Background: an optimization exercise with open tools, aiming at small area. Do not read the settings as production practice.
RTL that was checked went through simulation tests only; none was proved equivalent to the original.
No functional check of the RTL was part of runs 1 and 2.
The clock port is modelled as an ideal driver; clocking choices that lean on that would not hold on a real chip.
Power figures rest on the tool's default switching activity, not on a simulated workload.

==> flow/design.v <==
module cache(
    input clk,
    input reset,
    input i_fetch_valid,
    input i_rfread_valid,
    input [5:0] i_current_pc,
    input i_is_br_instr_rfread,
    input [5:0] i_target_pc,
    output logic [5:0] o_prediction_pc,
	output logic o_prediction_fastcall,
	output logic fastz_d,
	output logic fastz_dd,
	input [15:0] i_ir_rfread
);
	logic [5:0] pc1_n, pc2, pc3, pc_ex;
	logic br_ex;
	logic [5:0] v;
	logic [13:0] ent0, ent1, ent2, ent3, ent4, ent5;
	wire rst_n;
	wire [5:0] pc1_n_d, pc2_d;
	g_inv u_rst_n (.a(reset), .y(rst_n));
	genvar k;
	generate
		for (k = 0; k < 6; k = k + 1) begin : g_pc
			g_nand2 u_pc1 (.a(rst_n), .b(i_current_pc[k]), .y(pc1_n_d[k]));
			g_nor2 u_pc2 (.a(reset), .b(pc1_n[k]), .y(pc2_d[k]));
		end
	endgenerate
	always_ff @(posedge clk) begin
		pc1_n <= pc1_n_d;
		pc2 <= pc2_d;
		pc3 <= pc2;
		if (i_fetch_valid)
			pc_ex <= pc2_d;
	end
	wire br_mux_n, br_ex_d;
	g_mux2i u_br_mux (.s(i_fetch_valid), .a0(br_ex), .a1(i_is_br_instr_rfread), .y(br_mux_n));
	g_nor2 u_br_rst (.a(reset), .b(br_mux_n), .y(br_ex_d));
	always_ff @(posedge clk)
		br_ex <= br_ex_d;
	wire rec;
	g_and2 u_rec (.a(i_rfread_valid), .b(br_ex), .y(rec));
	wire use_pc3, rec_call, rec_z;
	rec_decode u_dec (.ir(i_ir_rfread[4:0]), .use_pc3(use_pc3), .call(rec_call), .z(rec_z));
	wire [5:0] rec_pc_n;
	generate
		for (k = 0; k < 6; k = k + 1) begin : g_recpc
			g_mux2i u_m (.s(use_pc3), .a0(pc_ex[k]), .a1(pc3[k]), .y(rec_pc_n[k]));
		end
	endgenerate
	wire [13:0] rec_data = {rec_z, rec_call, i_target_pc, rec_pc_n};
	wire [5:0] v_d, nxt;
	valid_ctl u_vc (.reset(reset), .rst_n(rst_n), .rec(rec), .v(v), .v_d(v_d), .nxt(nxt));
	always_ff @(posedge clk)
		v <= v_d;
	wire [13:0] ent0_d, ent1_d, ent2_d, ent3_d, ent4_d, ent5_d;
	generate
		for (k = 0; k < 14; k = k + 1) begin : g_tab
			g_a22o u_e0 (.a1(ent0[k]), .a2(v[0]), .b1(rec_data[k]), .b2(nxt[0]), .x(ent0_d[k]));
			g_a22o u_e1 (.a1(ent1[k]), .a2(v[1]), .b1(rec_data[k]), .b2(nxt[1]), .x(ent1_d[k]));
			g_a22o u_e2 (.a1(ent2[k]), .a2(v[2]), .b1(rec_data[k]), .b2(nxt[2]), .x(ent2_d[k]));
			g_a22o u_e3 (.a1(ent3[k]), .a2(v[3]), .b1(rec_data[k]), .b2(nxt[3]), .x(ent3_d[k]));
			g_a22o u_e4 (.a1(ent4[k]), .a2(v[4]), .b1(rec_data[k]), .b2(nxt[4]), .x(ent4_d[k]));
			g_a22o u_e5 (.a1(ent5[k]), .a2(v[5]), .b1(rec_data[k]), .b2(nxt[5]), .x(ent5_d[k]));
		end
	endgenerate
	always_ff @(posedge clk) begin
		ent0 <= ent0_d;
		ent1 <= ent1_d;
		ent2 <= ent2_d;
		ent3 <= ent3_d;
		ent4 <= ent4_d;
		ent5 <= ent5_d;
	end
	wire [5:0] hit, sel;
	wire nohit;
	hit_cmp u_h0 (.p_n(ent0[5:0]), .cur(i_current_pc), .v(v[0]), .hit(hit[0]));
	hit_cmp u_h1 (.p_n(ent1[5:0]), .cur(i_current_pc), .v(v[1]), .hit(hit[1]));
	hit_cmp u_h2 (.p_n(ent2[5:0]), .cur(i_current_pc), .v(v[2]), .hit(hit[2]));
	hit_cmp u_h3 (.p_n(ent3[5:0]), .cur(i_current_pc), .v(v[3]), .hit(hit[3]));
	hit_cmp u_h4 (.p_n(ent4[5:0]), .cur(i_current_pc), .v(v[4]), .hit(hit[4]));
	hit_cmp u_h5 (.p_n(ent5[5:0]), .cur(i_current_pc), .v(v[5]), .hit(hit[5]));
	first_hit u_fh (.hit(hit), .sel(sel[5:1]), .nohit(nohit));
	assign sel[0] = hit[0];
	wire [5:0] inc_n;
	inc_gate u_inc (.cur(i_current_pc), .en(nohit), .y_n(inc_n));
	generate
		for (k = 0; k < 6; k = k + 1) begin : g_out
			sel_or7 u_o (.sel(sel),
				.t({ent5[6 + k], ent4[6 + k], ent3[6 + k], ent2[6 + k], ent1[6 + k], ent0[6 + k]}),
				.extra_n(inc_n[k]), .y(o_prediction_pc[k]));
		end
	endgenerate
	sel_or6 u_call (.sel(sel),
		.t({ent5[12], ent4[12], ent3[12], ent2[12], ent1[12], ent0[12]}),
		.y(o_prediction_fastcall));
	wire fz_a_n, fz_b_n, fastz_d_d, fastz_dd_d;
	g_a222oi u_fz_a (.a1(sel[0]), .a2(ent0[13]), .b1(sel[1]), .b2(ent1[13]), .c1(sel[2]), .c2(ent2[13]), .y(fz_a_n));
	g_a222oi u_fz_b (.a1(sel[3]), .a2(ent3[13]), .b1(sel[4]), .b2(ent4[13]), .c1(sel[5]), .c2(ent5[13]), .y(fz_b_n));
	g_a21oi u_fz_d (.a1(fz_a_n), .a2(fz_b_n), .b1(reset), .y(fastz_d_d));
	g_nor2b u_fz_dd (.a(reset), .b_n(fastz_d), .y(fastz_dd_d));
	always_ff @(posedge clk) begin
		fastz_d <= fastz_d_d;
		fastz_dd <= fastz_dd_d;
	end
endmodule
module g_inv(input a, output y);
	assign y = ~a;
endmodule
module g_and2(input a, input b, output y);
	assign y = a & b;
endmodule
module g_nand2(input a, input b, output y);
	assign y = ~(a & b);
endmodule
module g_nor2(input a, input b, output y);
	assign y = ~(a | b);
endmodule
module g_nor2b(input a, input b_n, output y);
	assign y = ~(a | ~b_n);
endmodule
module g_nor3(input a, input b, input c, output y);
	assign y = ~(a | b | c);
endmodule
module g_nor3b(input a, input b, input c_n, output y);
	assign y = ~(a | b | ~c_n);
endmodule
module g_nor4b(input a, input b, input c, input d_n, output y);
	assign y = ~(a | b | c | ~d_n);
endmodule
module g_or4(input a, input b, input c, input d, output x);
	assign x = a | b | c | d;
endmodule
module g_nand3b(input a_n, input b, input c, output y);
	assign y = ~(~a_n & b & c);
endmodule
module g_nand2b(input a_n, input b, output y);
	assign y = ~(~a_n & b);
endmodule
module g_o211ai(input a1, input a2, input b1, input c1, output y);
	assign y = ~((a1 | a2) & b1 & c1);
endmodule
module g_mux2i(input s, input a0, input a1, output y);
	assign y = ~(s ? a1 : a0);
endmodule
module g_a21oi(input a1, input a2, input b1, output y);
	assign y = ~((a1 & a2) | b1);
endmodule
module g_o21a(input a1, input a2, input b1, output x);
	assign x = (a1 | a2) & b1;
endmodule
module g_a22o(input a1, input a2, input b1, input b2, output x);
	assign x = (a1 & a2) | (b1 & b2);
endmodule
module g_a222oi(input a1, input a2, input b1, input b2, input c1, input c2, output y);
	assign y = ~((a1 & a2) | (b1 & b2) | (c1 & c2));
endmodule
module rec_decode(input [4:0] ir, output use_pc3, output call, output z);
	wire g_n;
	g_nand3b u_g (.a_n(ir[1]), .b(ir[4]), .c(ir[3]), .y(g_n));
	g_a21oi u_p (.a1(ir[2]), .a2(ir[0]), .b1(g_n), .y(use_pc3));
	g_nor3b u_c (.a(g_n), .b(ir[0]), .c_n(ir[2]), .y(call));
	g_nor3b u_z (.a(g_n), .b(ir[2]), .c_n(ir[0]), .y(z));
endmodule
module valid_ctl(input reset, input rst_n, input rec, input [5:0] v,
		output [5:0] v_d, output [5:0] nxt);
	g_o21a u_v0 (.a1(v[0]), .a2(rec), .b1(rst_n), .x(v_d[0]));
	g_inv u_n0 (.a(v[0]), .y(nxt[0]));
	genvar i;
	generate
		for (i = 1; i < 6; i = i + 1) begin : g_v
			wire keep_n;
			g_a21oi u_k (.a1(rec), .a2(v[i - 1]), .b1(v[i]), .y(keep_n));
			g_nor2 u_r (.a(reset), .b(keep_n), .y(v_d[i]));
			g_inv u_n (.a(v[i]), .y(nxt[i]));
		end
	endgenerate
endmodule
module hit_cmp(input [5:0] p_n, input [5:0] cur, input v, output hit);
	assign hit = v & ((p_n ^ cur) == 6'b111111);
endmodule
module first_hit(input [5:0] hit, output [5:1] sel, output nohit);
	wire any4;
	g_nor2b u_s1 (.a(hit[0]), .b_n(hit[1]), .y(sel[1]));
	g_nor3b u_s2 (.a(hit[0]), .b(hit[1]), .c_n(hit[2]), .y(sel[2]));
	g_nor4b u_s3 (.a(hit[0]), .b(hit[1]), .c(hit[2]), .d_n(hit[3]), .y(sel[3]));
	g_or4 u_a4 (.a(hit[0]), .b(hit[1]), .c(hit[2]), .d(hit[3]), .x(any4));
	g_nor2b u_s4 (.a(any4), .b_n(hit[4]), .y(sel[4]));
	g_nor3b u_s5 (.a(any4), .b(hit[4]), .c_n(hit[5]), .y(sel[5]));
	g_nor3 u_nh (.a(any4), .b(hit[4]), .c(hit[5]), .y(nohit));
endmodule
module inc_gate(input [5:0] cur, input en, output [5:0] y_n);
	wire [6:2] k_n;
	wire [5:2] k;
	g_nand2b u_y0 (.a_n(cur[0]), .b(en), .y(y_n[0]));
	g_nand2 u_k2 (.a(cur[1]), .b(cur[0]), .y(k_n[2]));
	g_o211ai u_y1 (.a1(cur[1]), .a2(cur[0]), .b1(en), .c1(k_n[2]), .y(y_n[1]));
	genvar b;
	generate
		for (b = 2; b < 6; b = b + 1) begin : g_b
			g_inv u_k (.a(k_n[b]), .y(k[b]));
			g_nand2 u_kn (.a(cur[b]), .b(k[b]), .y(k_n[b + 1]));
			g_o211ai u_y (.a1(cur[b]), .a2(k[b]), .b1(en), .c1(k_n[b + 1]), .y(y_n[b]));
		end
	endgenerate
endmodule
module sel_or7(input [5:0] sel, input [5:0] t, input extra_n, output y);
	assign y = (|(sel & t)) | ~extra_n;
endmodule
module sel_or6(input [5:0] sel, input [5:0] t, output y);
	wire a_n, b_n;
	g_a222oi u_a (.a1(sel[0]), .a2(t[0]), .b1(sel[1]), .b2(t[1]), .c1(sel[2]), .c2(t[2]), .y(a_n));
	g_a222oi u_b (.a1(sel[3]), .a2(t[3]), .b1(sel[4]), .b2(t[4]), .c1(sel[5]), .c2(t[5]), .y(b_n));
	g_nand2 u_o (.a(a_n), .b(b_n), .y(y));
endmodule
==> flow/flow/run.sh <==
#!/bin/bash
# Layout flow: the standard ORFS flow (standard.sh), with
#  - synthesis through flow/my_synth.tcl: synth_recipe.tcl plus an area-oriented
#    ABC script (flow/area.abc) for the logic mapping; registers are mapped by
#    the standard dfflibmap step as before;
#  - buf_1 port buffers;
#  - clock tree built from clkbuf_4 buffers, without dummy loads.
# Each tool's output goes to logs under orfs/logs (ORFS) and standard.log here.
set -e
F=$PWD/flow
EXTRA=()
[ -f "$F/extra.txt" ] && mapfile -t EXTRA < "$F/extra.txt"
for i in "${!EXTRA[@]}"; do EXTRA[$i]=${EXTRA[$i]//@FLOW@/$F}; done
bash standard.sh \
  SYNTH_SCRIPT=$F/my_synth.tcl \
  MY_ABC_SCRIPT=$F/area.abc \
  "BUFFER_PORTS_ARGS=-buffer_cell sky130_fd_sc_hd__buf_1" \
  "CTS_ARGS=-sink_clustering_enable -repair_clock_nets -dont_use_dummy_load -buf_list sky130_fd_sc_hd__clkbuf_4" \
  "${EXTRA[@]}" \
  finish > standard.log 2>&1
==> flow/flow/area.abc <==
strash
dch -f
amap
topo
==> flow/flow/clock_tree.tcl <==
# Clock tree built before CTS (PRE_CTS_TCL): the flip-flops are split by
# recursive bisection of their positions into groups of at most
# CLOCK_TREE_GROUP sinks; each group gets a leaf cell (CLOCK_TREE_LEAF) at
# its centre, and one root cell (CLOCK_TREE_ROOT), the only cell the clock
# port drives, drives all leaves. Root and leaves are both buffers or both
# inverters, so the flip-flops see the clock's own polarity. TritonCTS then
# finds the clock already buffered and leaves it alone.
set group_max $::env(CLOCK_TREE_GROUP)
set leaf_cell $::env(CLOCK_TREE_LEAF)
set root_cell $::env(CLOCK_TREE_ROOT)
set db [ord::get_db]
set block [ord::get_db_block]
set dbu [$block getDbUnitsPerMicron]
set clk_net [$block findNet clk]

proc io_pins {master} {
  set in ""; set out ""
  foreach mt [$master getMTerms] {
    set sig [$mt getSigType]
    if {$sig eq "POWER" || $sig eq "GROUND"} continue
    if {[$mt getIoType] eq "OUTPUT"} { set out [$mt getName] } else { set in [$mt getName] }
  }
  return [list $in $out]
}

# insert a cell driven by net $from that drives the iterms $loads
proc add_driver {cell name net_name from loads x y} {
  set block [ord::get_db_block]
  set dbu [$block getDbUnitsPerMicron]
  set master [[ord::get_db] findMaster $cell]
  lassign [io_pins $master] in out
  set inst [odb::dbInst_create $block $master $name]
  set net [odb::dbNet_create $block $net_name]
  $net setSigType CLOCK
  foreach it $loads { $it disconnect; $it connect $net }
  [$inst findITerm $in] connect $from
  [$inst findITerm $out] connect $net
  $inst setLocation [expr {int($x * $dbu - [$master getWidth] / 2)}] [expr {int($y * $dbu)}]
  $inst setPlacementStatus PLACED
  return $inst
}

set sinks {}
foreach it [$clk_net getITerms] {
  set bb [[$it getInst] getBBox]
  lappend sinks [list $it [expr {([$bb xMin] + [$bb xMax]) / 2.0 / $dbu}] \
                          [expr {([$bb yMin] + [$bb yMax]) / 2.0 / $dbu}]]
}
set n [llength $sinks]
set k_total [expr {($n + $group_max - 1) / $group_max}]

proc split_groups {sinks k} {
  if {$k <= 1} { return [list $sinks] }
  set xs [lmap s $sinks {lindex $s 1}]
  set ys [lmap s $sinks {lindex $s 2}]
  set w [expr {[tcl::mathfunc::max {*}$xs] - [tcl::mathfunc::min {*}$xs]}]
  set h [expr {[tcl::mathfunc::max {*}$ys] - [tcl::mathfunc::min {*}$ys]}]
  set sorted [lsort -real -index [expr {$w >= $h ? 1 : 2}] $sinks]
  set k1 [expr {$k / 2}]
  set n1 [expr {int(round([llength $sorted] * double($k1) / $k))}]
  return [concat [split_groups [lrange $sorted 0 [expr {$n1 - 1}]] $k1] \
                 [split_groups [lrange $sorted $n1 end] [expr {$k - $k1}]]]
}

set groups [split_groups $sinks $k_total]
puts "clock_tree: $n sinks in [llength $groups] groups of $leaf_cell, root $root_cell"
set leaves {}
set lx 0.0; set ly 0.0; set i 0
foreach g $groups {
  set cx [expr {[tcl::mathop::+ {*}[lmap s $g {lindex $s 1}]] / [llength $g]}]
  set cy [expr {[tcl::mathop::+ {*}[lmap s $g {lindex $s 2}]] / [llength $g]}]
  set lx [expr {$lx + $cx}]; set ly [expr {$ly + $cy}]
  puts "clock_tree: leaf $i: [llength $g] sinks at [format %.1f $cx] [format %.1f $cy]"
  set inst [add_driver $leaf_cell clk_leaf_$i clk_leaf_net_$i $clk_net [lmap s $g {lindex $s 0}] $cx $cy]
  lassign [io_pins [$inst getMaster]] in out
  lappend leaves [$inst findITerm $in]
  incr i
}
set ng [llength $groups]
add_driver $root_cell clk_root clk_root_net $clk_net $leaves [expr {$lx / $ng}] [expr {$ly / $ng}]
# The port now drives only the root; the root's input stays on net clk.
==> flow/flow/extra.txt <==
PRE_CTS_TCL=@FLOW@/clock_tree.tcl
CTS_ARGS=-clk_nets clk -repair_clock_nets -dont_use_dummy_load -buf_list sky130_fd_sc_hd__clkbuf_4
CLOCK_TREE_GROUP=8
CLOCK_TREE_LEAF=sky130_fd_sc_hd__clkbuf_4
CLOCK_TREE_ROOT=sky130_fd_sc_hd__clkbuf_8
==> flow/flow/my_synth.tcl <==
proc synth {args} { yosys synth -nofsm -noshare {*}$args }
proc abc {args} {
  if {[info exists ::env(MY_ABC_SCRIPT)] && $::env(MY_ABC_SCRIPT) ne ""} {
    set i [lsearch -exact $args -script]
    if {$i >= 0} { lset args [expr {$i + 1}] $::env(MY_ABC_SCRIPT) }
  }
  yosys abc {*}$args
}
source $::env(SCRIPTS_DIR)/synth.tcl
# left out here: clear keep_hierarchy, flatten, clean up, hide names made inside functions, write 1_2_yosys.v
==> flow/standard.sh <==
#!/bin/bash
# synth_recipe.tcl (not shown) runs the flow's synth.tcl, then flattens the netlist and writes it again
# the make line also repeats each setting of config.mk as NAME=value (left out here)
make -C /OpenROAD-flow-scripts/flow DESIGN_CONFIG=/design/flow/config.mk WORK_HOME=/design/flow/orfs CLKGATE_MAP_FILE= SYNTH_SCRIPT=/design/flow/synth_recipe.tcl "${@:-finish}"
==> flow/config.mk <==
export PLATFORM = sky130hd
export DESIGN_NAME = cache
export DESIGN_NICKNAME = cache
export VERILOG_FILES = /design/flow/design.v
export SDC_FILE = /design/flow/constraint.sdc
export NUM_CORES = 4
export LEC_CHECK = 0
export CAP_MARGIN = 0
export CORE_MARGIN = 2
export CORE_UTILIZATION = 65
export GPL_TIMING_DRIVEN = 0
export SLEW_MARGIN = 0
export SYNTH_HIERARCHICAL = 1
export SYNTH_MINIMUM_KEEP_SIZE = 0
==> flow/constraint.sdc <==
create_clock -name core_clock -period 7.0 [get_ports {clk}]
set_input_delay 1.4000 -clock core_clock [delete_from_list [all_inputs] [get_ports {clk}]]
set_output_delay 1.4000 -clock core_clock [all_outputs]
set_load 0.01 [all_outputs]
==> results of run 1 <==
## path summary, 6_finish.rpt
path | start | end | slack, ns | cells past startpoint
setup reg to reg | v[2] | fastz_d | 3.80 | 5
setup / recovery | i_current_pc[5] | o_prediction_pc[2] | 0.82 | 9
hold / removal | pc2[0] | pc3[0] | 0.33 | 0
hold reg to reg | pc2[0] | pc3[0] | 0.33 | 0
## metal layers
layer	global-route usage	routed length [um]	vias up	share of wire
met1	0.400	4220	1643	0.42
met4	0.0909	232	0	0.023
met5	0	0	-	0
met2	0.449	4690	192	0.46
met3	0.0249	983	27	0.097
li1	-	-	1547	-
## logic make-up (layout without fill, tap and decap cells)
group,Yosys count,in the layout,share of synthesized area
flops,117,117,0.588
compound gates,156,156,0.307
simple gates,73,73,0.0883
buf+inv,18,65,0.0165
## cells in the final DEF, fill, tap and decap left out, drive strengths merged
| master | instances |
|---|---|
| o22ai | 13 |
| nor2 | 18 |
| a22o | 84 |
| nand2 | 30 |
| edfxtp | 6 |
| nor3b | 4 |
| nand4 | 6 |
| clkbuf | 16 |
| a22oi | 6 |
| a221oi | 12 |
| nor4b | 7 |
| clkinv | 18 |
| nand3b | 1 |
| a222oi | 10 |
| and2 | 1 |
| nand2b | 1 |
| o211ai | 11 |
| dfxtp | 111 |
| o21ai | 12 |
| nor3 | 1 |
| or4 | 1 |
| o21a | 1 |
| a21oi | 7 |
| nor2b | 3 |
| buf | 31 |
## stage by stage
stage / hold slack (ns) / util / instances
after floorplan: 0.310 / - / 364
after global placement: 0.310 / 0.716 / 469
after detailed placement: 0.312 / 0.719 / 470
after CTS: 0.312 / 0.740 / 486
after global routing: 0.335 / 0.740 / 486
final: 0.331 / 0.740 / 486
## where the power goes
part           leakage [nW]  internal [mW]  total [mW]  switching, mW
logic                 0.565         0.0429      0.0882         0.0453
registers             0.989          0.709       0.736         0.0262
clock network        0.0762          0.112       0.313          0.201
## synthesized netlist by cell type
master / instances
nand2b_1: 1
a22oi_1: 6
edfxtp_1: 6
o21a_1: 1
nand3b_1: 1
nand4_1: 6
dfxtp_1: 111
a221oi_1: 12
nor3b_1: 4
clkinv_1: 18
nor2_1: 18
nor3_1: 1
nor4b_1: 7
and2_0: 1
or4_1: 1
nand2_1: 30
o22ai_1: 13
o21ai_0: 12
o211ai_1: 11
nor2b_1: 3
a21oi_1: 7
a22o_1: 84
a222oi_1: 10
## sequential cells by signal, indices dropped and copies added, names as in the netlist
signal and cells:
br_ex 1, ent0 14, ent1 14, ent2 14, ent3 14, ent4 14, ent5 14, fastz_d 1
fastz_dd 1, pc1_n 6, pc2 6, pc3 6, pc_ex 6, v 6
## layout make-up
type,instances,area share
Sequential cell,117,0.542
Multi-Input combinational cell,229,0.366
Buffer,16,0.0285
Timing Repair Buffer,31,0.0271
Tap cell,75,0.0212
Inverter,18,0.0152
## modules after synthesis (local to each module, per instance), excerpt
module    flip-flops and latches  cells  area [um2]
g_nor4b                        0      1        8.76
g_o211ai                       0      1        7.51
g_nor3                         0      1        5.00
g_a222oi                       0      1        10.0
cache                        117    117        2400
g_and2                         0      1        6.26
==> out/qor.txt, run 1 <==
Rel. slew slack = 0.125
Setup Skew = 0.0118 ns
ANT cells = 0
Peak VDD IR = 0.193 mV
Synth area leader = dfxtp_1
Seq/Total Area, Yosys = 0.588
DIE AREA = 0.00693 mm2
Critical-path top delay cell = nor3b_1
Seq cells post-synth = 117
drt drc = 0
post-CTS sizing = 0
DR WL/cell = 20.8 um
CTS clk-pin slew, worst paths = 0.08 ns
Final setup viols = 0
most used cell, CP = buf_1
period utilization = 0.882
CP max FO = 15
Syn. warnings = 7
CP Launch Type = primary input
via count = 3409
vias in the first global route = 3186
initial core utilization = 0.681
syn nets = 397
FF/Latch Area = 0.00240 mm2
row count = 28
wirelength, routed = 10100 um
post-synth top area share = 0.544
# Post-CTS Setup Buffers = 0
Setup WS pre-CTS = 0.953 ns
Buf/Inv on CP = 2
Initial DRC Count = 381
Design Area, Final = 0.00444 mm2
Synth Instances = 364
leak pwr = 1.63 nW
CP Capture Type = output port
Area contributors post-synth = dfxtp_1 54%, a22o_1 18%, edfxtp_1 4.4%
GRT Total Usage = 0.279
PwrDens = 256 mW/mm2
fmax = 162 MHz
unique cell type count in the Yosys netlist = 23
final-stage net count = 446
I/O Pins = 42
worst hold path type = flip-flop to flip-flop
RSZ-0062 raised after global routing = false
total global routing overflow = 0
Detailed Place HPWL = 6310 um
height of the die = 83.3 um
final hold violation count = 0
CP required = 5.60 ns
cell family with most CP delay = simple AND/OR/NAND/NOR gates
syn avg cell area = 11.2 um2
area occupied by multi-input gates = 0.00163 mm2
pin count of the biggest net entering global routing = 19
Final TNS setup = 0 ns
Max Cap Viol = 0
clock latency (worst-skew pair) = 0.41 ns
DP Area = 0.00431 mm2
Antenna Nets Post-Route = 0
synthesized area = 0.00408 mm2
# port buffers = 30
Tot Pwr = 1.14 mW
Worst Tran Pin Value = 1.31 ns
GPL Wtd Cong = 0.815
crit path DAT = 4.78 ns
status = timing/DRC/antenna clean
CP max stage delay = 1.11 ns
die width = 83.3 um
Core Region = 0.00599 mm2
Setup WS post-layout = 0.823 ns
growth of design area from synthesis to finish = 8.64%
max-slew violation count = 0
worst-path cell chain = buf_1 > o21ai_0 > a221oi_1 > o211ai_1 > nor4b_1 > nor3b_1 > a22oi_1 > nand4_1 > buf_1
post-route minimum period = 6.18 ns
first-pass GRT wire length = 15900 um
layout cell share with drive strength beyond 1 = 0.0462
DR vias/cell = 7.01
antenna violations before repair = 0
DRT Pass-1 Iters = 5
cts hold-fix bufs = 0
Crit Path Category = primary input to output port
filler cell count = 435
==> inputs of run 2 (changes only) <==
==> flow/flow/extra.txt (replaced) <==
PRE_CTS_TCL=@FLOW@/clock_tree.tcl
CTS_ARGS=-clk_nets clk -repair_clock_nets -dont_use_dummy_load -buf_list sky130_fd_sc_hd__clkbuf_4
CLOCK_TREE_GROUP=8
CLOCK_TREE_LEAF=sky130_fd_sc_hd__inv_4
CLOCK_TREE_ROOT=sky130_fd_sc_hd__inv_12
==> run 2 against run 1 <==
Against the previous run: the layout now fails its checks (max-capacitance violations, max-slew violations); area after synthesis stayed put; setup slack worse by 0.30 ns; final cell count is 24% higher; die area stayed put; critical path depth stayed put; sequential power is 1% higher; flip-flop and latch count stayed put; fmax is 4.6% lower; clock power grew to 4.4 times the previous value; first-iteration DRC count is 33% higher; total power is 95% higher; worst hold slack worse by 0.014 ns; largest cell class unchanged; highest routed layer unchanged.
==> out/qor.txt, run 2 <==
TritonCTS Buffers = 3
antenna violations before repair = 0
fmax = 154 MHz
Design Area, Final = 0.00531 mm2
GPL Wtd Cong = 0.815
Detailed Place HPWL = 6310 um
CP Launch Type = primary input
crit path DAT = 5.07 ns
DP Area = 0.00431 mm2
growth of design area from synthesis to finish = 30.0%
row count = 28
final hold violation count = 0
Core Region = 0.00599 mm2
GRT Total Usage = 0.367
CTS clk-pin slew, worst paths = 0.04 ns
CP Capture Type = output port
Crit Path Category = primary input to output port
die width = 83.3 um
post-CTS sizing = 0
Syn. warnings = 7
period utilization = 0.925
layout cell share with drive strength beyond 1 = 0.260
CTS tree = yes
Area contributors post-synth = dfxtp_1 54%, a22o_1 18%, edfxtp_1 4.4%
DR WL/cell = 20.9 um
Tot Pwr = 2.22 mW
ys async rst share = 0
CP max stage delay = 1.26 ns
vias in the first global route = 4260
Rel. slew slack = -0.00625
worst-path cell chain = buf_1 > o21ai_0 > a221oi_1 > o211ai_1 > nor4b_1 > nor3b_1 > a22oi_1 > nand4_1 > buf_1
Antenna Nets Post-Route = 0
Seq/Total Area, Yosys = 0.588
Final Hold Slack = 0.317 ns
# port buffers = 30
Peak VDD IR = 0.330 mV
pin count of the biggest net entering global routing = 19
via count = 4082
commonest non-fill, non-tap cell in the layout = inv_4
Synth area leader = dfxtp_1
Seq cells post-synth = 117
Initial DRC Count = 507
Worst Tran Pin Value = 1.51 ns
most frequent cell after synthesis = dfxtp_1
final-stage net count = 565
Critical-path top delay cell = nor3b_1
first-pass GRT wire length = 20300 um
share of the core filled with cells = 0.886
total global routing overflow = 0
DIE AREA = 0.00693 mm2
syn nets = 397
DRT Pass-1 Iters = 6
post-synth top area share = 0.544
unique cell type count in the Yosys netlist = 23
max-slew violation count = 9
Synth Instances = 364
worst hold path type = flip-flop to flip-flop
fin cells = 605
post-route minimum period = 6.47 ns
I/O Pins = 42
# Post-CTS Setup Buffers = 0
ANT cells = 0
Post-synth EDFFs = 6
Setup Skew = 0.106 ns
leak pwr = 2.20 nW
commonest non-fill, non-tap cells in the layout = 117 x inv_4, 111 x dfxtp_1, 84 x a22o_1
synth cell count leaders = 111 x dfxtp_1, 84 x a22o_1, 30 x nand2_1, 18 x clkinv_1, 18 x nor2_1
synthesized area = 0.00408 mm2
DR vias/cell = 6.75
initial core utilization = 0.681
Max Cap Viol = 1
wirelength, routed = 12700 um
most used cell, CP = buf_1
syn avg cell area = 11.2 um2
CP max FO = 15
clock latency (worst-skew pair) = 0.94 ns
violated checks = max-capacitance violations, max-slew violations
status = complete, but fails checks
PwrDens = 418 mW/mm2
filler cell count = 285
cts hold-fix bufs = 0
Final setup viols = 0
RSZ-0062 raised after global routing = false
placed insts = 470
height of the die = 83.3 um
most common flop cell mapped by yosys = dfxtp_1
drt drc = 0
CP required = 5.60 ns
run 2: cell types whose count changed in the layout (fill, tap and decap cells not counted), sizes merged:
cell    previous run  this run
clkbuf            16         3
inv                0       132
run 2: metrics by stage:
stage	worst slack, ns	TNS (ns)
after floorplan	1.84	0
after global routing	0.468	0
final	0.526	0
after global placement	-0.0764	-0.344
after detailed placement	0.953	0
after CTS	0.781	0
run 2: critical path, delay by kind of cell:
kind / cells / cell delay [ns]
and+or+nand+nor: 3 / 2.13
AOI/OAI and AO/OA: 4 / 0.77
buffers and inverters: 2 / 0.78
run 2: routing by layer:
metal  vias up  global-route usage  part of all wire
met1      1919               0.434              0.37
met3        45               0.141              0.12
met5         -                   0                 0
li1       1806                   -                 -
met4         0               0.207             0.021
met2       312               0.572              0.49
run 2: final cells by class, clock buffers not listed:
cell class | instances | area [um2] | area share
Clock inverter | 132 | 976 | 0.184
Tap cell | 75 | 93.8 | 0.0177
Multi-Input combinational cell | 229 | 1630 | 0.306
Timing Repair Buffer | 31 | 120 | 0.0226
Sequential cell | 117 | 2400 | 0.453
Inverter | 18 | 67.6 | 0.0127
run 2: cell families after synthesis:
| kind of cell | synth area share |
|---|---|
| AO/OA/AOI/OAI | 0.307 |
| buffers and inverters | 0.0165 |
| flip-flops | 0.588 |
| AND/OR/NAND/NOR | 0.0883 |
run 2: final timing paths:
check	to	cells past startpoint	slack (ns)	start
setup / recovery	o_prediction_pc[2]	9	0.53	i_current_pc[5]
hold / removal	pc3[4]	0	0.32	pc2[4]
setup reg to reg	fastz_d	5	3.62	v[2]
hold reg to reg	pc3[4]	0	0.32	pc2[4]
run 2: where the power goes:
part | total, mW | internal [mW] | switching [mW]
Clock | 1.38 | 0.394 | 0.989
Combinational | 0.0914 | 0.0429 | 0.0485
Sequential | 0.743 | 0.715 | 0.0276
Total | 2.22 | 1.15 | 1.06
run 2: Yosys stat by module, one instance, submodules excluded, excerpt:
module    cell area, um2  cells inside
g_or4               7.51             1
g_nor2              3.75             1
g_nand2             3.75             1
g_nand2b            6.26             1
g_a222oi            10.0             1
sel_or7             27.5             4
g_inv               3.75             1
g_o21a              7.51             1
g_nor3b             7.51             1
g_o211ai            7.51             1
==> inputs of run 3 (changes only) <==
--- a/flow/design.v
+++ b/flow/design.v
@@ -14,7 +14,6 @@
 );
 	logic [5:0] pc1_n, pc2, pc3, pc_ex;
 	logic br_ex;
-	logic [5:0] v;
 	logic [13:0] ent0, ent1, ent2, ent3, ent4, ent5;
 	wire rst_n;
 	wire [5:0] pc1_n_d, pc2_d;
@@ -49,19 +48,30 @@
 		end
 	endgenerate
 	wire [13:0] rec_data = {rec_z, rec_call, i_target_pc, rec_pc_n};
-	wire [5:0] v_d, nxt;
-	valid_ctl u_vc (.reset(reset), .rst_n(rst_n), .rec(rec), .v(v), .v_d(v_d), .nxt(nxt));
-	always_ff @(posedge clk)
-		v <= v_d;
+	wire [5:0] v, ld, hold;
+	slot_first u_s0 (.rec(rec), .call(ent0[12]), .z(ent0[13]), .v(v[0]), .ld(ld[0]), .hold(hold[0]));
+	slot_next u_s1 (.rec(rec), .prev_v(v[0]), .call(ent1[12]), .z(ent1[13]), .v(v[1]), .ld(ld[1]), .hold(hold[1]));
+	slot_next u_s2 (.rec(rec), .prev_v(v[1]), .call(ent2[12]), .z(ent2[13]), .v(v[2]), .ld(ld[2]), .hold(hold[2]));
+	slot_next u_s3 (.rec(rec), .prev_v(v[2]), .call(ent3[12]), .z(ent3[13]), .v(v[3]), .ld(ld[3]), .hold(hold[3]));
+	slot_next u_s4 (.rec(rec), .prev_v(v[3]), .call(ent4[12]), .z(ent4[13]), .v(v[4]), .ld(ld[4]), .hold(hold[4]));
+	slot_next u_s5 (.rec(rec), .prev_v(v[4]), .call(ent5[12]), .z(ent5[13]), .v(v[5]), .ld(ld[5]), .hold(hold[5]));
 	wire [13:0] ent0_d, ent1_d, ent2_d, ent3_d, ent4_d, ent5_d;
 	generate
-		for (k = 0; k < 14; k = k + 1) begin : g_tab
-			g_a22o u_e0 (.a1(ent0[k]), .a2(v[0]), .b1(rec_data[k]), .b2(nxt[0]), .x(ent0_d[k]));
-			g_a22o u_e1 (.a1(ent1[k]), .a2(v[1]), .b1(rec_data[k]), .b2(nxt[1]), .x(ent1_d[k]));
-			g_a22o u_e2 (.a1(ent2[k]), .a2(v[2]), .b1(rec_data[k]), .b2(nxt[2]), .x(ent2_d[k]));
-			g_a22o u_e3 (.a1(ent3[k]), .a2(v[3]), .b1(rec_data[k]), .b2(nxt[3]), .x(ent3_d[k]));
-			g_a22o u_e4 (.a1(ent4[k]), .a2(v[4]), .b1(rec_data[k]), .b2(nxt[4]), .x(ent4_d[k]));
-			g_a22o u_e5 (.a1(ent5[k]), .a2(v[5]), .b1(rec_data[k]), .b2(nxt[5]), .x(ent5_d[k]));
+		for (k = 0; k < 12; k = k + 1) begin : g_tab
+			g_a22o u_e0 (.a1(ent0[k]), .a2(hold[0]), .b1(rec_data[k]), .b2(ld[0]), .x(ent0_d[k]));
+			g_a22o u_e1 (.a1(ent1[k]), .a2(hold[1]), .b1(rec_data[k]), .b2(ld[1]), .x(ent1_d[k]));
+			g_a22o u_e2 (.a1(ent2[k]), .a2(hold[2]), .b1(rec_data[k]), .b2(ld[2]), .x(ent2_d[k]));
+			g_a22o u_e3 (.a1(ent3[k]), .a2(hold[3]), .b1(rec_data[k]), .b2(ld[3]), .x(ent3_d[k]));
+			g_a22o u_e4 (.a1(ent4[k]), .a2(hold[4]), .b1(rec_data[k]), .b2(ld[4]), .x(ent4_d[k]));
+			g_a22o u_e5 (.a1(ent5[k]), .a2(hold[5]), .b1(rec_data[k]), .b2(ld[5]), .x(ent5_d[k]));
+		end
+		for (k = 12; k < 14; k = k + 1) begin : g_flag
+			g_a221o u_e0 (.a1(ent0[k]), .a2(hold[0]), .b1(rec_data[k]), .b2(ld[0]), .c1(reset), .x(ent0_d[k]));
+			g_a221o u_e1 (.a1(ent1[k]), .a2(hold[1]), .b1(rec_data[k]), .b2(ld[1]), .c1(reset), .x(ent1_d[k]));
+			g_a221o u_e2 (.a1(ent2[k]), .a2(hold[2]), .b1(rec_data[k]), .b2(ld[2]), .c1(reset), .x(ent2_d[k]));
+			g_a221o u_e3 (.a1(ent3[k]), .a2(hold[3]), .b1(rec_data[k]), .b2(ld[3]), .c1(reset), .x(ent3_d[k]));
+			g_a221o u_e4 (.a1(ent4[k]), .a2(hold[4]), .b1(rec_data[k]), .b2(ld[4]), .c1(reset), .x(ent4_d[k]));
+			g_a221o u_e5 (.a1(ent5[k]), .a2(hold[5]), .b1(rec_data[k]), .b2(ld[5]), .c1(reset), .x(ent5_d[k]));
 		end
 	endgenerate
 	always_ff @(posedge clk) begin
@@ -140,14 +150,20 @@
 module g_o211ai(input a1, input a2, input b1, input c1, output y);
 	assign y = ~((a1 | a2) & b1 & c1);
 endmodule
+module g_nand3(input a, input b, input c, output y);
+	assign y = ~(a & b & c);
+endmodule
+module g_nand4(input a, input b, input c, input d, output y);
+	assign y = ~(a & b & c & d);
+endmodule
+module g_a221o(input a1, input a2, input b1, input b2, input c1, output x);
+	assign x = (a1 & a2) | (b1 & b2) | c1;
+endmodule
 module g_mux2i(input s, input a0, input a1, output y);
 	assign y = ~(s ? a1 : a0);
 endmodule
 module g_a21oi(input a1, input a2, input b1, output y);
 	assign y = ~((a1 & a2) | b1);
-endmodule
-module g_o21a(input a1, input a2, input b1, output x);
-	assign x = (a1 | a2) & b1;
 endmodule
 module g_a22o(input a1, input a2, input b1, input b2, output x);
 	assign x = (a1 & a2) | (b1 & b2);
@@ -162,19 +178,15 @@
 	g_nor3b u_c (.a(g_n), .b(ir[0]), .c_n(ir[2]), .y(call));
 	g_nor3b u_z (.a(g_n), .b(ir[2]), .c_n(ir[0]), .y(z));
 endmodule
-module valid_ctl(input reset, input rst_n, input rec, input [5:0] v,
-		output [5:0] v_d, output [5:0] nxt);
-	g_o21a u_v0 (.a1(v[0]), .a2(rec), .b1(rst_n), .x(v_d[0]));
-	g_inv u_n0 (.a(v[0]), .y(nxt[0]));
-	genvar i;
-	generate
-		for (i = 1; i < 6; i = i + 1) begin : g_v
-			wire keep_n;
-			g_a21oi u_k (.a1(rec), .a2(v[i - 1]), .b1(v[i]), .y(keep_n));
-			g_nor2 u_r (.a(reset), .b(keep_n), .y(v_d[i]));
-			g_inv u_n (.a(v[i]), .y(nxt[i]));
-		end
-	endgenerate
+module slot_first(input rec, input call, input z, output v, output ld, output hold);
+	g_nand2 u_v (.a(call), .b(z), .y(v));
+	g_nand3 u_h (.a(rec), .b(call), .c(z), .y(hold));
+	g_inv u_l (.a(hold), .y(ld));
+endmodule
+module slot_next(input rec, input prev_v, input call, input z, output v, output ld, output hold);
+	g_nand2 u_v (.a(call), .b(z), .y(v));
+	g_nand4 u_h (.a(rec), .b(prev_v), .c(call), .d(z), .y(hold));
+	g_inv u_l (.a(hold), .y(ld));
 endmodule
 module hit_cmp(input [5:0] p_n, input [5:0] cur, input v, output hit);
 	assign hit = v & ((p_n ^ cur) == 6'b111111);
==> flow/flow/extra.txt (replaced) <==
PRE_CTS_TCL=@FLOW@/clock_tree.tcl
CTS_ARGS=-clk_nets clk -repair_clock_nets -dont_use_dummy_load -buf_list sky130_fd_sc_hd__clkbuf_4
CLOCK_TREE_GROUP=11
CLOCK_TREE_LEAF=sky130_fd_sc_hd__clkbuf_4
CLOCK_TREE_ROOT=sky130_fd_sc_hd__clkbuf_8
--- a/flow/config.mk
+++ b/flow/config.mk
@@ -5,10 +5,10 @@
 export SDC_FILE = /design/flow/constraint.sdc
 export NUM_CORES = 4
 export LEC_CHECK = 0
-export CAP_MARGIN = 0
+export CAP_MARGIN = 10
 export CORE_MARGIN = 2
 export CORE_UTILIZATION = 65
 export GPL_TIMING_DRIVEN = 0
-export SLEW_MARGIN = 0
+export SLEW_MARGIN = 5
 export SYNTH_HIERARCHICAL = 1
 export SYNTH_MINIMUM_KEEP_SIZE = 0
==> run 3 against run 2 <==
Against the previous run: the run now finishes clean; clock skew shrank 0.090 ns; setup slack lost 0.028 ns; sequential share of layout area is 7.7 points higher; final area decreased by 19%; final cell count shrank 21%; combinational power grew about 60%; flip-flop and latch count fell by 6; synthesized cell count fell by 1.4%; routed wire length down 19%; largest power group is now sequential cells.
==> out/qor.txt, run 3 <==
status = timing/DRC/antenna clean
cts hold-fix bufs = 0
P_sw = 0.306 mW
Area contributors post-synth = dfxtp_1 53%, a22o_1 16%, edfxtp_1 4.5%
growth of design area from synthesis to finish = 8.23%
Final Hold Slack = 0.334 ns
Tot Pwr = 1.19 mW
fmax = 154 MHz
syn nets = 392
Crit Path Category = primary input to output port
CP Capture Type = output port
initial core utilization = 0.673
Sw Ratio = 0.257
placed insts = 465
Core Region = 0.00592 mm2
ys async rst share = 0
Detailed Place HPWL = 6610 um
final hold violation count = 0
Syn. warnings = 7
Design Area, Final = 0.00431 mm2
DRT Pass-1 Iters = 6
I/O Pins = 42
final-stage net count = 438
syn avg cell area = 11.1 um2
max-slew violation count = 0
antenna violations before repair = 0
GPL Wtd Cong = 0.861
wirelength, routed = 10300 um
commonest non-fill, non-tap cells in the layout = 105 x dfxtp_1, 72 x a22o_1, 36 x nand2_1
DP Area = 0.00421 mm2
RSZ-0062 raised after global routing = false
post-synth top area share = 0.527
leak pwr = 1.63 nW
Clock Power Share = 0.227
CP required = 5.60 ns
CTS clk-pin slew, worst paths = 0.09 ns
Post-synth EDFFs = 6
Synth area leader = dfxtp_1
unique cell type count in the Yosys netlist = 24
DR WL/cell = 21.4 um
worst hold path type = flip-flop to flip-flop
total global routing overflow = 0
ANT cells = 0
commonest non-fill, non-tap cell in the layout = dfxtp_1
post-CTS sizing = 0
Final setup viols = 0
CP max FO = 15
drt drc = 0
# port buffers = 30
fin cells = 478
die width = 82.3 um
vias in the first global route = 2938
height of the die = 82.3 um
internal power = 0.883 mW
DIE AREA = 0.00677 mm2
CP Launch Type = primary input
first-pass GRT wire length = 15600 um
layout cell share with drive strength beyond 1 = 0.0397
Seq/Total Area, Yosys = 0.573
Worst Tran Pin Value = 1.29 ns
synth cell count leaders = 105 x dfxtp_1, 72 x a22o_1, 36 x nand2_1, 18 x clkinv_1
most frequent cell after synthesis = dfxtp_1
Rel. slew slack = 0.138
Peak VDD IR = 0.169 mV
Sequential Power Share = 0.651
Max Cap Viol = 0
DR vias/cell = 7.11
synthesized area = 0.00399 mm2
row count = 28
most common flop cell mapped by yosys = dfxtp_1
via count = 3397
Comb power frac = 0.123
Setup Skew = 0.0157 ns
crit path DAT = 5.10 ns
clock latency (worst-skew pair) = 0.39 ns
Seq cells post-synth = 111
pin count of the biggest net entering global routing = 23
PwrDens = 276 mW/mm2
Antenna Nets Post-Route = 0
period utilization = 0.929
# Post-CTS Setup Buffers = 0
Final TNS setup = 0 ns
GRT Total Usage = 0.300
post-route minimum period = 6.50 ns
Initial DRC Count = 434
Synth Instances = 359
[run 3: cell types whose count changed after synthesis, sizes merged]
cell	delta
nand4	+5
nand2	+6
nor2	-5
o21a	-1
dfxtp	-6
a22o	-12
a221o	+12
nand3	+1
a21oi	-5
[run 3: kinds of logic (layout without fill, tap and decap cells)]
kind of cell           Yosys count  after routing  synth area share
AO/OA/AOI/OAI                  150            150             0.310
flip-flops                     111            111             0.573
AND/OR/NAND/NOR                 80             80             0.100
buffers and inverters           18             62            0.0170
[run 3: path summary, 6_finish.rpt]
check	slack [ns]	cells after the start	startpoint	end
max	0.50	12	i_current_pc[2]	o_prediction_pc[4]
min	0.33	0	pc2[0]	pc3[0]
max reg2reg	3.72	10	ent0[2]	fastz_d
min reg2reg	0.33	0	pc2[0]	pc3[0]
[run 3: metrics by stage]
stage          utilization  worst slack, ns
6_report             0.728            0.498
5_1_grt              0.728            0.342
4_1_cts              0.728            0.655
3_5_place_dp         0.711            0.656
3_3_place_gp         0.708           0.0110
2_1_floorplan            -             1.85
[run 3: power by group through the flow]
| stage | clock network (mW) | logic, mW | registers (mW) |
|---|---|---|---|
| floorplan | 0 | 0.103 | 0.770 |
| global placement | 0 | 0.136 | 0.782 |
| detailed placement | 0 | 0.144 | 0.785 |
| CTS | 0.195 | 0.144 | 0.787 |
| global route | 0.295 | 0.160 | 0.781 |
| finish | 0.269 | 0.146 | 0.774 |
[run 3: layout make-up]
cell class                      instances  area, um2
Fill cell                             443       1610
Tap cell                               75       93.8
Multi-Input combinational cell        230       1650
Inverter                               18       67.6
Buffer                                 12       96.3
Timing Repair Buffer                   32        125
Sequential cell                       111       2280
[run 3: modules after synthesis (local to each module, per instance), excerpt]
module    area, um2  cells inside  copies in the design
g_and2         6.26             1                     1
g_o211ai       7.51             1                     5
g_nor3         5.00             1                     1
g_a221o        10.0             1                    12
g_a21oi        5.00             1                     2
cache          2280           111                     1
g_nor4b        8.76             1                     1
g_or4          7.51             1                     1
sel_or7        27.5             4                     6
hit_cmp        61.3            10                     6
g_a222oi       10.0             1                     4
g_mux2i        10.0             2                     7
g_nand4        6.26             1                     5
g_inv          3.75             1                    11
g_nand2b       6.26             1                     1
[run 3: worst max-delay path: stages]
cell	delay, ns
buf_1	0.58
nand2_1	0.13
o21ai_0	0.14
a221oi_1	0.11
o211ai_1	0.16
nor4b_2	0.11
buf_4	0.19
or4_1	0.56
nor3b_1	1.06
a222oi_1	0.32
nand4_1	0.16
buf_1	0.16
[run 3: routing by layer]
metal	up-vias	part of all wire	global-route usage
met5	-	0	0
met4	0	0.023	0.0800
met3	20	0.10	0.0337
met2	200	0.41	0.423
met1	1626	0.46	0.483
li1	1551	-	-
==> inputs of run 4 (changes only) <==
==> flow/flow/extra.txt (replaced) <==
PRE_CTS_TCL=@FLOW@/clock_tree.tcl
CTS_ARGS=-clk_nets clk -repair_clock_nets -dont_use_dummy_load -buf_list sky130_fd_sc_hd__clkbuf_4
CLOCK_TREE_GROUP=12
CLOCK_TREE_LEAF=sky130_fd_sc_hd__clkbuf_4
CLOCK_TREE_ROOT=sky130_fd_sc_hd__clkbuf_8
--- a/flow/config.mk
+++ b/flow/config.mk
@@ -7,7 +7,7 @@
 export LEC_CHECK = 0
 export CAP_MARGIN = 10
 export CORE_MARGIN = 2
-export CORE_UTILIZATION = 65
+export CORE_UTILIZATION = 80
 export GPL_TIMING_DRIVEN = 0
 export SLEW_MARGIN = 5
 export SYNTH_HIERARCHICAL = 1
==> run 4 against run 3 <==
Against the previous run: area after synthesis unchanged; highest routed layer unchanged; setup slack improved by 0.035 ns; final cell count decreased by 2.1%.
==> out/qor.txt, run 4 <==
status = timing/DRC/antenna clean
most common flop cell mapped by yosys = dfxtp_1
most frequent cell after synthesis = dfxtp_1
Synth area leader = dfxtp_1
drt drc = 0
Synth Instances = 359
synth cell count leaders = 105 x dfxtp_1, 72 x a22o_1, 36 x nand2_1, 18 x clkinv_1
fin cells = 468
Area contributors post-synth = dfxtp_1 53%, a22o_1 16%, edfxtp_1 4.5%
first-pass GRT wire length = 17300 um
filler cell count = 221
unique cell type count in the Yosys netlist = 24
I/O Pins = 42
CP Capture Type = output port
post-synth top area share = 0.527
leak pwr = 1.62 nW
Final Hold Slack = 0.339 ns
DP Area = 0.00420 mm2
Worst Tran Pin Value = 1.27 ns
ys async rst share = 0
worst hold path type = flip-flop to flip-flop
row count = 25
share of the core filled with cells = 0.903
# port buffers = 30
CTS clk-pin slew, worst paths = 0.11 ns
vias in the first global route = 3387
Crit Path Category = primary input to output port
die width = 74.6 um
Design Area, Final = 0.00430 mm2
Antenna Nets Post-Route = 0
post-CTS sizing = 0
post-route minimum period = 6.47 ns
pin count of the biggest net entering global routing = 23
growth of design area from synthesis to finish = 7.79%
wirelength, routed = 11400 um
area occupied by multi-input gates = 0.00165 mm2
Max Cap Viol = 0
FF/Latch Area = 0.00228 mm2
DR vias/cell = 7.80
Seq cells post-synth = 111
ANT cells = 0
# Post-CTS Setup Buffers = 0
total global routing overflow = 0
Post-synth EDFFs = 6
Core Region = 0.00475 mm2
Setup WS post-layout = 0.533 ns
GPL Wtd Cong = 0.893
Detailed Place HPWL = 7310 um
commonest non-fill, non-tap cell in the layout = dfxtp_1
placed insts = 457
Seq/Total Area, Yosys = 0.573
CP required = 5.60 ns
RSZ-0062 raised after global routing = false
Final TNS setup = 0 ns
syn avg cell area = 11.1 um2
initial core utilization = 0.838
antenna violations before repair = 0
Initial DRC Count = 576
crit path DAT = 5.07 ns
height of the die = 74.6 um
clock latency (worst-skew pair) = 0.39 ns
cts hold-fix bufs = 0
PwrDens = 279 mW/mm2
Setup Skew = 0.00986 ns
final-stage net count = 436
DIE AREA = 0.00556 mm2
Final setup viols = 0
fmax = 155 MHz
period utilization = 0.924
DRT Pass-1 Iters = 5
Syn. warnings = 7
via count = 3651
commonest non-fill, non-tap cells in the layout = 105 x dfxtp_1, 72 x a22o_1, 36 x nand2_1
GRT Total Usage = 0.409
synthesized area = 0.00399 mm2
Rel. slew slack = 0.151
max-slew violation count = 0
Tot Pwr = 1.20 mW
CP max FO = 15
syn nets = 392
DR WL/cell = 24.4 um
Setup WS pre-CTS = 0.699 ns
final hold violation count = 0
Peak VDD IR = 0.223 mV
layout cell share with drive strength beyond 1 = 0.0374
CP Launch Type = primary input
run 4: changes by cell type in the layout (fill, tap and decap cells not counted):
| cell | previous run | this run |
|---|---|---|
| buf_2 | 1 | 0 |
| clkbuf_4 | 11 | 10 |
| nor3b_1 | 4 | 3 |
| nor3b_2 | 0 | 1 |
run 4: kinds of logic (layout without fill, tap and decap cells):
kind of cell	count (synthesis)	after routing	share of synthesized area
DFF	111	111	0.573
buffers and inverters	18	60	0.0170
and+or+nand+nor	80	80	0.100
AOI/OAI and AO/OA	150	150	0.310
run 4: metal layers:
layer	global-route usage	wire length, um	vias up
li1	-	-	1553
met1	0.568	4280	1708
met2	0.660	5210	336
met3	0.0623	1490	54
met4	0.139	451	0
met5	0	0	-
run 4: power by group:
part | total (mW) | internal (mW) | switching [mW]
logic | 0.152 | 0.0776 | 0.0740
clock network | 0.264 | 0.0801 | 0.184
registers | 0.781 | 0.720 | 0.0609
run 4: layout make-up:
| cell class | instances | share of cell area |
|---|---|---|
| inverter | 18 | 0.0157 |
| tap | 67 | 0.0195 |
| timing repair buffer | 31 | 0.0280 |
| multi-input combinational | 230 | 0.385 |
| sequential | 111 | 0.531 |
| buffer | 11 | 0.0207 |
run 4: modules after synthesis, one instance, submodules excluded, excerpt:
module	times used	area (um2)
g_a222oi	4	10.0
g_and2	1	6.26
g_nor4b	1	8.76
g_o211ai	5	7.51
g_nand2	18	3.75
g_a221o	12	10.0
g_nor2	7	3.75
g_a21oi	2	5.00
sel_or7	6	27.5
g_nor2b	3	6.26
g_nor3b	4	7.51
run 4: path summary, 6_finish.rpt:
kind,cells past startpoint,from,slack [ns],end
setup / recovery,12,i_current_pc[2],0.53,o_prediction_pc[4]
hold / removal,0,pc2[5],0.34,pc3[5]
setup reg to reg,10,ent0[2],3.77,fastz_d
hold reg to reg,0,pc2[5],0.34,pc3[5]
run 4: critical path: stages:
cell and delay, ns:
buf_1 0.56, nand2_1 0.13, o21ai_0 0.11, a221oi_1 0.09
o211ai_1 0.17, nor4b_2 0.15, buf_4 0.20, or4_1 0.57
nor3b_1 1.01, a222oi_1 0.32, nand4_1 0.17, buf_1 0.16
==> inputs of run 5 (changes only) <==
--- a/flow/config.mk
+++ b/flow/config.mk
@@ -7,7 +7,7 @@
 export LEC_CHECK = 0
 export CAP_MARGIN = 10
 export CORE_MARGIN = 2
-export CORE_UTILIZATION = 80
+export CORE_UTILIZATION = 90
 export GPL_TIMING_DRIVEN = 0
 export SLEW_MARGIN = 5
 export SYNTH_HIERARCHICAL = 1
==> run 5 against run 4 <==
Against the previous run: the run now fails in 3_1_place_gp_skip_io; area after synthesis unchanged; synthesized cell count unchanged.
==> out/qor.txt, run 5 <==
synthesized area = 0.00399 mm2
syn avg cell area = 11.1 um2
syn nets = 392
Area contributors post-synth = dfxtp_1 53%, a22o_1 16%, edfxtp_1 4.5%
Seq/Total Area, Yosys = 0.573
Syn. warnings = 7
synth cell count leaders = 105 x dfxtp_1, 72 x a22o_1, 36 x nand2_1, 18 x clkinv_1
status = stopped before the end
Synth Area in Adders = 0
unique cell type count in the Yosys netlist = 24
most frequent cell after synthesis = dfxtp_1
mux cell area share after synthesis = 0
complex-gate fraction of the synthesized area = 0.310
Synth Instances = 359
Stop Error = [ERROR GPL-0301] Utilization 105.152 % exceeds 100%.
initial core utilization = 0.922
post-synth top area share = 0.527
Post-Synth Simple-Gate Area = 0.100
Seq cells post-synth = 111
most common flop cell mapped by yosys = dfxtp_1
main combinational cell family by area after synthesis = compound AO/OA/AOI/OAI gates
row count = 24
Synth area leader = dfxtp_1
height of the die = 70.5 um
die width = 70.5 um
post-synthesis xor/xnor area fraction = 0
ys async rst share = 0
Post-synth EDFFs = 6
Stopped at = 3_1_place_gp_skip_io
-- run 5: cell families after synthesis --
kind of cell | Yosys count
AOI/OAI and AO/OA | 150
buffers and inverters | 18
and+or+nand+nor | 80
DFF | 111
-- run 5: per-module statistics from Yosys, one instance, submodules excluded, a selection --
| module | flip-flops and latches | times used | cell area (um2) | cells inside |
|---|---|---|---|---|
| g_a221o | 0 | 12 | 10.0 | 1 |
| g_nor3 | 0 | 1 | 5.00 | 1 |
| g_nand3b | 0 | 1 | 7.51 | 1 |
| g_nand2b | 0 | 1 | 6.26 | 1 |
| g_inv | 0 | 11 | 3.75 | 1 |
| g_a222oi | 0 | 4 | 10.0 | 1 |
| g_o211ai | 0 | 5 | 7.51 | 1 |
| g_nand4 | 0 | 5 | 6.26 | 1 |
| g_nor2 | 0 | 7 | 3.75 | 1 |
| g_a22o | 0 | 72 | 8.76 | 1 |
==> inputs of run 6 (changes only) <==
--- a/flow/config.mk
+++ b/flow/config.mk
@@ -7,7 +7,7 @@
 export LEC_CHECK = 0
 export CAP_MARGIN = 10
 export CORE_MARGIN = 2
-export CORE_UTILIZATION = 90
+export CORE_UTILIZATION = 65
 export GPL_TIMING_DRIVEN = 0
 export SLEW_MARGIN = 5
 export SYNTH_HIERARCHICAL = 1
==> run 6 against run 5 <==
Against the previous run: the run now finishes clean; synthesized cell count did not move; area after synthesis unchanged.
==> out/qor.txt, run 6 <==
DIE AREA = 0.00677 mm2
cell family with most CP delay = simple AND/OR/NAND/NOR gates
Syn. warnings = 7
ys async rst share = 0
CTS clk-pin slew, worst paths = 0.10 ns
post-CTS sizing = 0
CP max stage delay = 1.08 ns
R2R depth = 10
pin count of the biggest net entering global routing = 23
CP Launch Type = primary input
hold path depth = 0
fin cells = 477
syn avg cell area = 11.1 um2
Core Region = 0.00592 mm2
total global routing overflow = 0
Critical-path top delay cell = nor3b_1
layout cell share with drive strength beyond 1 = 0.0373
Hold Path End = pc3[0]
Final setup viols = 0
Synth Instances = 359
cts hold-fix bufs = 0
Worst Tran Pin Value = 1.32 ns
CP max FO = 15
Area contributors post-synth = dfxtp_1 53%, a22o_1 16%, edfxtp_1 4.5%
Seq cells post-synth = 111
DR vias/cell = 7.16
Peak VDD IR = 0.220 mV
GRT Total Usage = 0.301
drt drc = 0
commonest non-fill, non-tap cell in the layout = dfxtp_1
max-slew violation count = 0
DR WL/cell = 21.5 um
antenna violations before repair = 0
commonest non-fill, non-tap cells in the layout = 105 x dfxtp_1, 72 x a22o_1, 36 x nand2_1
Detailed Place HPWL = 6610 um
Post-synth EDFFs = 6
Buf/Inv on CP = 3
Seq/Total Area, Yosys = 0.573
crit path DAT = 5.16 ns
PwrDens = 274 mW/mm2
via count = 3417
post-synth top area share = 0.527
# port buffers = 30
most frequent cell after synthesis = dfxtp_1
Max Cap Viol = 0
Synth area leader = dfxtp_1
DRT Pass-1 Iters = 6
RR Endpoint = fastz_d
hold path start = pc2[0]
first-pass GRT wire length = 15700 um
final hold violation count = 0
post-route minimum period = 6.56 ns
row count = 28
final-stage net count = 437
Final TNS setup = 0 ns
leak pwr = 1.62 nW
die width = 82.3 um
CP required = 5.60 ns
most used cell, CP = buf_1
RSZ-0062 raised after global routing = false
reg-to-reg critical path startpoint = ent0[2]
placed insts = 465
syn nets = 392
R2R setup slack = 3.70 ns
Crit Path Category = primary input to output port
GPL Wtd Cong = 0.861
synth cell count leaders = 105 x dfxtp_1, 72 x a22o_1, 36 x nand2_1, 18 x clkinv_1
worst hold path type = flip-flop to flip-flop
period utilization = 0.937
Rel. slew slack = 0.118
synthesized area = 0.00399 mm2
most common flop cell mapped by yosys = dfxtp_1
unique cell type count in the Yosys netlist = 24
status = timing/DRC/antenna clean
height of the die = 82.3 um
Antenna Nets Post-Route = 0
CP Capture Type = output port
clock latency (worst-skew pair) = 0.39 ns
worst-path cell chain = buf_1 > nand2_1 > o21ai_0 > a221oi_1 > o211ai_1 > nor4b_2 > buf_4 > or4_1 > nor3b_1 > a222oi_1 > nand4_1 > buf_1
Setup WS pre-CTS = 0.656 ns
Final Hold Slack = 0.337 ns
vias in the first global route = 2926
fmax = 153 MHz
I/O Pins = 42
growth of design area from synthesis to finish = 8.04%
# Post-CTS Setup Buffers = 0
Initial DRC Count = 423
Setup Skew = 0.0106 ns
ANT cells = 0
wirelength, routed = 10300 um
initial core utilization = 0.673
Setup WS post-layout = 0.444 ns
-- run 6: cell counts after synthesis --
No cell type changed its count.
-- run 6: per-module statistics from Yosys, one instance, submodules excluded, excerpt --
module,flip-flops and latches,copies in the design,area (um2),cells inside
g_nor3,0,1,5.00,1
g_nand2,0,18,3.75,1
g_a22o,0,72,8.76,1
g_nor2,0,7,3.75,1
g_nand3,0,1,5.00,1
g_a222oi,0,4,10.0,1
g_nand4,0,5,6.26,1
hit_cmp,0,6,61.3,10
g_a221o,0,12,10.0,1
g_a21oi,0,2,5.00,1
g_nand2b,0,1,6.26,1
g_nor4b,0,1,8.76,1
cache,111,1,2280,111
sel_or7,0,6,27.5,4
g_nor2b,0,3,6.26,1
g_nor3b,0,4,7.51,1
-- run 6: worst max-delay path by stage --
stage                     from                    end  slack, ns  depth (start not counted)
6_report       i_current_pc[2]     o_prediction_pc[4]       0.44                         12
5_1_grt        i_current_pc[2]     o_prediction_pc[1]       0.34                         12
4_1_cts        i_current_pc[2]     o_prediction_pc[4]       0.66                         12
3_5_place_dp   i_current_pc[2]     o_prediction_pc[4]       0.66                         12
3_3_place_gp   i_current_pc[5]  o_prediction_fastcall       0.01                          9
2_1_floorplan  i_current_pc[2]     o_prediction_pc[0]       1.85                          9
-- run 6: stage by stage --
step | instance area [um2] | utilization | power [mW]
floorplan | 3990 | - | 0.873
global placement | 4190 | 0.708 | 0.917
detailed placement | 4210 | 0.711 | 0.929
CTS | 4300 | 0.726 | 1.12
global route | 4310 | 0.727 | 1.23
finish | 4310 | 0.727 | 1.18
-- run 6: logic make-up after synthesis --
group                  synth area share
AOI/OAI and AO/OA                 0.310
buffers and inverters            0.0170
DFF                               0.573
and+or+nand+nor                   0.100
-- run 6: power breakdown --
| group | internal [mW] | total [mW] | switching [mW] |
|---|---|---|---|
| registers | 0.720 | 0.774 | 0.0542 |
| clock network | 0.0800 | 0.261 | 0.181 |
| logic | 0.0773 | 0.146 | 0.0689 |
| total | 0.877 | 1.18 | 0.304 |
-- run 6: area by class of cell --
| cell class | instances | area [um2] |
|---|---|---|
| well taps | 75 | 93.8 |
| repair buffers | 32 | 125 |
| multi-input cells | 230 | 1650 |
| fillers | 441 | 1620 |
| inverters | 18 | 67.6 |
| flip-flops and latches | 111 | 2280 |
| plain buffers | 11 | 88.8 |
-- run 6: metal layers --
metal	global-route usage	wire length, um
met4	0.0867	279
met3	0.0326	1110
met5	0	0
met2	0.425	4300
met1	0.483	4580
==> inputs of run 7 (changes only) <==
==> flow/flow/extra.txt (replaced) <==
PRE_CTS_TCL=@FLOW@/clock_tree.tcl
CTS_ARGS=-clk_nets clk -repair_clock_nets -dont_use_dummy_load -buf_list sky130_fd_sc_hd__clkbuf_4
CLOCK_TREE_GROUP=10
CLOCK_TREE_LEAF=sky130_fd_sc_hd__clkbuf_4
CLOCK_TREE_ROOT=sky130_fd_sc_hd__clkbuf_8
--- a/flow/config.mk
+++ b/flow/config.mk
@@ -5,10 +5,10 @@
 export SDC_FILE = /design/flow/constraint.sdc
 export NUM_CORES = 4
 export LEC_CHECK = 0
-export CAP_MARGIN = 10
+export CAP_MARGIN = 0
 export CORE_MARGIN = 2
 export CORE_UTILIZATION = 65
 export GPL_TIMING_DRIVEN = 0
-export SLEW_MARGIN = 5
+export SLEW_MARGIN = 0
 export SYNTH_HIERARCHICAL = 1
 export SYNTH_MINIMUM_KEEP_SIZE = 0
==> run 7 against run 6 <==
Against the previous run: still clean; die area is the same; register-to-register slack lost 0.09 ns; flip-flop and latch count did not move; clock skew increased by 0.0026 ns; global-route usage decreased by 0.058 points; critical endpoint unchanged; largest cell class unchanged.
==> out/qor.txt, run 7 <==
status = timing/DRC/antenna clean
Seq/Total Area, Yosys = 0.573
Detailed Place HPWL = 6600 um
RSZ-0062 raised after global routing = false
# port buffers = 30
height of the die = 82.3 um
crit path launch = i_current_pc[2]
final-stage net count = 438
Crit Path Category = primary input to output port
PwrDens = 277 mW/mm2
Area contributors post-synth = dfxtp_1 53%, a22o_1 16%, edfxtp_1 4.5%
DR WL/cell = 21.3 um
DRT Pass-1 Iters = 6
commonest non-fill, non-tap cells in the layout = 105 x dfxtp_1, 72 x a22o_1, 36 x nand2_1
DR vias/cell = 7.05
total global routing overflow = 0
Syn. warnings = 7
Final setup viols = 0
ys async rst share = 0
R2R depth = 10
syn nets = 392
DIE AREA = 0.00677 mm2
CP Launch Type = primary input
CTS clk-pin slew, worst paths = 0.08 ns
wirelength, routed = 10200 um
Post-synth EDFFs = 6
synth cell count leaders = 105 x dfxtp_1, 72 x a22o_1, 36 x nand2_1, 18 x clkinv_1
# Post-CTS Setup Buffers = 0
reg-to-reg critical path startpoint = ent0[2]
post-synth top area share = 0.527
I/O Pins = 42
Seq cells post-synth = 111
CP max FO = 15
Setup Skew = 0.0132 ns
Design Area, Final = 0.00432 mm2
Final Hold Slack = 0.332 ns
pin count of the biggest net entering global routing = 23
die width = 82.3 um
Synth Instances = 359
clock latency (worst-skew pair) = 0.40 ns
R2R setup slack = 3.61 ns
RR Endpoint = fastz_d
vias in the first global route = 2876
filler cell count = 438
worst hold path type = flip-flop to flip-flop
antenna violations before repair = 0
commonest non-fill, non-tap cell in the layout = dfxtp_1
Final TNS setup = 0 ns
GRT Total Usage = 0.301
unique cell type count in the Yosys netlist = 24
leak pwr = 1.63 nW
ANT cells = 0
synthesized area = 0.00399 mm2
Worst Tran Pin Value = 1.44 ns
Initial DRC Count = 428
placed insts = 465
Antenna Nets Post-Route = 0
crit path DAT = 5.26 ns
post-CTS sizing = 0
via count = 3372
cts hold-fix bufs = 0
GPL Wtd Cong = 0.861
Core Region = 0.00592 mm2
initial core utilization = 0.673
Max Cap Viol = 0
Rel. slew slack = 0.0396
most frequent cell after synthesis = dfxtp_1
growth of design area from synthesis to finish = 8.29%
period utilization = 0.951
CP Capture Type = output port
CP required = 5.60 ns
Synth area leader = dfxtp_1
post-route minimum period = 6.66 ns
most common flop cell mapped by yosys = dfxtp_1
Peak VDD IR = 0.165 mV
DP Area = 0.00421 mm2
drt drc = 0
row count = 28
fin cells = 478
fmax = 150 MHz
max-slew violation count = 0
final hold violation count = 0
first-pass GRT wire length = 15600 um
syn avg cell area = 11.1 um2
crit path capture = o_prediction_pc[4]
layout cell share with drive strength beyond 1 = 0.0397
## run 7: power by group
part	internal (mW)	switching (mW)
Combinational	0.0772	0.0672
Clock	0.0929	0.185
Sequential	0.720	0.0554
## run 7: final cells by class
type / instances / area (um2) / share of cell area
inverter: 18 / 67.6 / 0.0157
sequential: 111 / 2280 / 0.529
timing repair buffer: 31 / 120 / 0.0278
multi-input combinational: 230 / 1650 / 0.382
buffer: 13 / 104 / 0.0241
tap: 75 / 93.8 / 0.0217
## run 7: cells by family after synthesis
group                  share of synthesized area
and+or+nand+nor                            0.100
DFF                                        0.573
buffers and inverters                     0.0170
AOI/OAI and AO/OA                          0.310
## run 7: stage by stage
stage | power, mW | setup WS (ns) | util
2_1_floorplan | 0.873 | 1.85 | -
3_3_place_gp | 0.917 | 0.0110 | 0.708
3_5_place_dp | 0.928 | 0.663 | 0.711
4_1_cts | 1.13 | 0.660 | 0.729
5_1_grt | 1.24 | 0.291 | 0.729
6_report | 1.20 | 0.344 | 0.729
## run 7: worst min-delay path by stage
| stage | from | to | cells past startpoint |
|---|---|---|---|
| final | pc2[0] | pc3[0] | 0 |
| after global routing | pc2[2] | pc3[2] | 0 |
| after CTS | pc2[2] | pc3[2] | 0 |
| after detailed placement | pc2[2] | pc3[2] | 0 |
| after global placement | pc2[3] | pc3[3] | 0 |
| after floorplan | pc2[0] | pc3[0] | 0 |
## run 7: worst max-delay path, cell delays in order
cell	delay (ns)
buf_1	0.60
nand2_1	0.13
o21ai_0	0.14
a221oi_1	0.11
o211ai_1	0.17
nor4b_2	0.10
buf_4	0.19
or4_1	0.56
nor3b_1	1.17
a222oi_1	0.33
nand4_1	0.17
buf_1	0.16
## run 7: layer usage
metal,track usage,up-vias,wire [um]
li1,-,1553,-
met1,0.491,1587,4680
met2,0.422,211,4230
met3,0.0359,21,1120
met4,0.0667,0,168
met5,0,-,0
## run 7: per-module statistics from Yosys, one instance, submodules excluded, a selection
module / cell area (um2) / flip-flops and latches / times used / cells
g_inv: 3.75 / 0 / 11 / 1
g_a221o: 10.0 / 0 / 12 / 1
g_mux2i: 10.0 / 0 / 7 / 2
g_nand2: 3.75 / 0 / 18 / 1
cache: 2280 / 111 / 1 / 111
g_nor2b: 6.26 / 0 / 3 / 1
g_or4: 7.51 / 0 / 1 / 1
g_nor3b: 7.51 / 0 / 4 / 1
sel_or7: 27.5 / 0 / 6 / 4
g_and2: 6.26 / 0 / 1 / 1
g_nand4: 6.26 / 0 / 5 / 1
g_a21oi: 5.00 / 0 / 2 / 1

## re-timing with driven ports
Ports are ideal in the flow. The routed layouts listed here were re-timed in OpenROAD.
Step 1: set_driving_cell puts a clkbuf_16 on clk and a buf_2 on each other input, an assumption about the parent block.
Step 2, shift: input delay + t, output delay - t, t = (earliest + latest rising clock arrival at the registers) / 2. This alone moves slack from input paths to output paths.
a / b / c = ideal / step 1 / step 2; a / b = the first two.
run | t, ns | setup WS [ns]
run 1 | 0.436 | 0.823 / 0.799 / 0.799
run 2 | 0.914 | 0.526 / 0.491 / 0.491
run 3 | 0.410 | 0.498 / 0.472 / 0.472
run 4 | 0.419 | 0.533 / 0.505 / 0.505
run 6 | 0.418 | 0.444 / 0.418 / 0.418
run 7 | 0.419 | 0.344 / 0.319 / 0.319
